Background: an optimization exercise with open tools, aiming at small area, a short achievable clock period and few clock cycles per item. Do not read the settings as production practice.
Function was checked by simulation only, so behaviour that the tests miss may differ from the original.

alpha:
==> flow/design.v (excerpt) <==
module CNN(
    input                       clk,
    input                       rst_n,
    input                       in_valid,
    input      signed [15:0]    in_data,
    input                       opt,
    output reg                  out_valid,
    output reg signed [15:0]    out_data
);
reg [15:0] ring [0:35];
reg [6:0]  cnt;              
reg        opt_r;
reg signed [15:0] m1, m2, m3;
integer i;
reg [7:0]  k_one [0:8];
reg [7:0]  k_two [0:8];
reg [7:0]  k_neg [0:8];
reg [15:0] cs0_0, cs0_1;
reg [1:0] cs0_x;
reg [15:0] cs1_0, cs1_1;
reg [1:0] cs1_x;
reg [15:0] cs2_0, cs2_1;
reg [1:0] cs2_x;
always @(posedge clk or negedge rst_n) begin
    if (!rst_n)
        cnt <= 7'd0;
    else if (cnt == 7'd68)
        cnt <= 7'd0;
    else if (cnt != 7'd0 || in_valid)
        cnt <= cnt + 7'd1;
end
always @(posedge clk or negedge rst_n) begin
    if (!rst_n)
        out_valid <= 1'b0;
    else
        out_valid <= (cnt >= 7'd64) && (cnt <= 7'd67);
end
always @(posedge clk) begin
    if (cnt == 7'd0)
        opt_r <= opt;
end
always @(posedge clk) begin
    ring[0] <= (cnt < 7'd36) ? in_data : ring[35];
  ...
export LEC_CHECK = 0
export ABC_CLOCK_PERIOD_IN_PS = 4500
export CAP_MARGIN = 20
export CORE_MARGIN = 2
export CORE_UTILIZATION = 40
export SLEW_MARGIN = 20
create_clock -name core_clock -period 18.0 [get_ports {clk}]
standard.sh (not shown) runs the stock make flow with config.mk's settings and CLKGATE_MAP_FILE= SYNTH_SCRIPT=/design/flow/synth_recipe.tcl, a recipe that flattens the netlist after the stock synthesis.
==> flow/flow/run.sh <==
#!/bin/bash
# The standard layout (standard.sh) with one change to synthesis: Yosys's
# synth runs with -noabc, so the generic ABC pass before full-adder
# extraction does not restructure the hand-written carry-save trees (the
# registers and all other passes are unchanged).  make's output is in
# standard.log; each tool's own log is under orfs/logs.
set -euo pipefail
export SYNTH_ARGS=-noabc
bash standard.sh > standard.log 2>&1
Per the final summary, alpha finished and its layout is clean on timing, DRC and antenna.
Testbench counts of alpha, summed over its fixed seeds: cycles 66,240, items 960.
The following lists how beta was set up differently from alpha:
==> flow/flow/run.sh <==
#!/bin/bash
set -euo pipefail
export SETUP_SLACK_MARGIN=13.5
bash standard.sh > standard.log 2>&1
Results
- Going from alpha to beta, the proportion of cell area occupied by multi-input gates was found to have gone down by 2.6 points.
- Post-synthesis async set-or-reset flop share came out exactly the same in beta and alpha.
- In the tables for beta and alpha, fraction of synthesized area in multiplexers reads lower with alpha.
- For the non-clock buffer count, beta came in 330% higher than alpha did.
- Comparing beta and alpha, post-synthesis sequential area ratio is higher on alpha.
- Diff alpha..beta | number of gates on the worst path with buffers counted | unchanged
- Between alpha and beta, the flow reports instance count of the mapped netlist increasing by more than 10%.
- alpha → beta: cell count of the worst reg-to-reg path lower, layout overhead on the synthesized area higher.

Starting RTL as in the previous note.
clock: 18.0 ns
lec_check: 0
abc_clock_period_in_ps: 4500
cap_margin: 20
core_margin: 2
core_utilization: 40
cts_cluster_diameter: 120
cts_cluster_size: 24
slew_margin: 20
run.sh (not shown) runs the stock make flow with config.mk's settings and CLKGATE_MAP_FILE= SYNTH_SCRIPT=/design/flow/synth_recipe.tcl, a recipe that flattens the netlist after the stock synthesis.
Stock flow here: none of the scripts above is used.
The baseline finished clean.
Testbench counts at the start, summed over its fixed seeds: cycles 66,240, items 960.
Change:
CORE_UTILIZATION = 60   (was 40)
CTS_CLUSTER_DIAMETER = default   (was 120)
CTS_CLUSTER_SIZE = default   (was 24)
PLACE_DENSITY = 0.7   (was default)
Clock-buffer cell count is higher by 58.
Maximum frequency is about the same.
Setup slack hardly moves.
Wire length shrinks by 1.8%.
Synthesized cell count stays the same.
Final cell count came out lower by 8.5%.
Final area is higher by 1.4%.
Via count rose by 2.0%.
Change:
==> flow/flow/run.sh (new file) <==
#!/bin/bash
set -euo pipefail
export SYNTH_ARGS=-noabc
export SETUP_SLACK_MARGIN=13.5
bash standard.sh > standard.log 2>&1
==> flow/standard.sh (new file) <==
#!/bin/bash
# synth_recipe.tcl (not shown) runs the flow's synth.tcl, then flattens the netlist and writes it again
# the make line also repeats each setting of config.mk as NAME=value (left out here)
make -C /OpenROAD-flow-scripts/flow DESIGN_CONFIG=/design/flow/config.mk WORK_HOME=/design/flow/orfs CLKGATE_MAP_FILE= SYNTH_SCRIPT=/design/flow/synth_recipe.tcl "${@:-finish}"
CORE_UTILIZATION = 40   (was 60)
PLACE_DENSITY = default   (was 0.7)
removed: flow/run.sh
Result: Count of clock-buffer cells in the layout climbs by 12. Via count goes down by roughly a tenth. Design area went down slightly. Routed wire length went down by a few percent. First-iteration DRC count is lower by a quarter to a third. Global-route usage drops by 11 points. Utilization came out lower by 20 points.

CNN, a different RTL version from the one above (not shown whole).
For scale: ~4,700 cells after synthesis, about 990 flip-flops, about 37 I/O pins, about 0.055 sq mm of cells after synthesis.
Settings: LEC_CHECK=0, ABC_CLOCK_PERIOD_IN_PS=4500, CAP_MARGIN=20, CORE_MARGIN=2, CORE_UTILIZATION=40, CTS_CLUSTER_DIAMETER=150, CTS_CLUSTER_SIZE=20, SLEW_MARGIN=20; clock period 18.0 ns.
Stock flow here: none of the scripts above is used.
Testbench counts at the start, summed over its fixed seeds: cycles 66,240, items 960.
Rerun with:
==> flow/flow/run.sh (new file) <==
#!/bin/bash
set -euo pipefail
export SYNTH_ARGS=-noabc
export SETUP_SLACK_MARGIN=13.5
bash standard.sh > standard.log 2>&1
==> flow/standard.sh (new file) <==
#!/bin/bash
# synth_recipe.tcl (not shown) runs the flow's synth.tcl, then flattens the netlist and writes it again
# the make line also repeats each setting of config.mk as NAME=value (left out here)
make -C /OpenROAD-flow-scripts/flow DESIGN_CONFIG=/design/flow/config.mk WORK_HOME=/design/flow/orfs CLKGATE_MAP_FILE= SYNTH_SCRIPT=/design/flow/synth_recipe.tcl "${@:-finish}"
removed: flow/run.sh
Outcome: Routed wire length went down by 8.0%. Synthesized area went down by 6.3%. Via count went down by 14%. Design area went down by 3.7%. Setup slack gets better by 0.40 ns.

Setup of before:
Another version of the RTL of CNN (not shown whole).
For scale: about 3,800 cells after synthesis, about 990 flip-flops, ~37 I/O pins, about 0.051 sq mm of cells after synthesis.
Settings: LEC_CHECK=0, ABC_CLOCK_PERIOD_IN_PS=4500, CAP_MARGIN=20, CORE_MARGIN=2, CORE_UTILIZATION=55, CTS_CLUSTER_DIAMETER=150, CTS_CLUSTER_SIZE=24, PLACE_DENSITY=0.65, SLEW_MARGIN=20; clock period 18.0 ns.
standard.sh (not shown) runs the stock make flow with config.mk's settings and CLKGATE_MAP_FILE= SYNTH_SCRIPT=/design/flow/synth_recipe.tcl, a recipe that flattens the netlist after the stock synthesis.
==> flow/flow/run.sh <==
#!/bin/bash
set -euo pipefail
export SYNTH_ARGS=-noabc
export SETUP_SLACK_MARGIN=13.5
bash standard.sh > standard.log 2>&1
Testbench counts of before, summed over its fixed seeds: cycles 66,240, items 960.
> inputs changed (before -> after)
- a change of CTS_CLUSTER_SIZE from 24 to 20
- a change of CORE_UTILIZATION from 55 to 40
- a deleted PLACE_DENSITY that had been 0.65
==> comparison <==
- The global-route met2 utilization in after sits 15 points below the value recorded for before.
- Of before and after, the run reporting the lower global-route wire length before repair was after.
- Relative to before, post-synthesis to final-layout area growth increased by 1.2 points in after.
- As far as count of input and output buffers goes, before and after are indistinguishable; the numbers are identical.
- before → after: die area now larger; setup slack now sits lower; period utilization went up.

-- re-timing with driven ports --
The flow's constraints put no driver on any port. The routed layouts listed below were extracted and timed again, unchanged, in two steps. Step 1, drivers: a clkbuf_16 drives clk and a buf_2 each remaining input, both assumed. Step 2 moves the port delays by t, midway between the first and last clock arrival at a register: inputs arrive t later, outputs are due t later. That takes back most of the time a late clock gives input paths. a / b / c = ideal / step 1 / step 2; a / b = the first two.
| run | t, ns | setup WS [ns] | worst setup path at the end | clock arrival spread, ns | cell pins on the clock port's net |
|---|---|---|---|---|---|
| alpha | 0.765 | 12.755 / 12.679 / 12.426 | input to register | 0.096 / 0.096 | 1 |
| beta | 0.775 | 13.105 / 13.026 / 12.666 | input to register | 0.087 / 0.086 | 1 |
| the first run of note 2 | 0.762 | 12.737 / 12.658 / 12.244 | input to register | 0.063 / 0.063 | 1 |
| the second run of note 2 | 0.740 | 12.738 / 12.738 / 12.325 | input to register | 0.080 / 0.080 | 1 |
| the third run of note 2 | 0.777 | 13.118 / 13.040 / 12.787 | input to register | 0.108 / 0.107 | 1 |
| the first run of note 3 | 0.770 | 12.791 / 12.720 / 12.339 | input to register | 0.075 / 0.074 | 1 |
| the second run of note 3 | 0.763 | 13.195 / 13.105 / 12.818 | input to register | 0.080 / 0.080 | 1 |
| before | 0.720 | 13.272 / 13.209 / 12.974 | input to register | 0.056 / 0.057 | 1 |
| after | 0.771 | 13.236 / 13.159 / 13.000 | input to register | 0.039 / 0.038 | 1 |
After both steps every run listed still meets setup and hold. The setup slack of the first run of note 2, which loses most, moves by -0.079 ns with the drivers and by -0.493 ns with both steps.
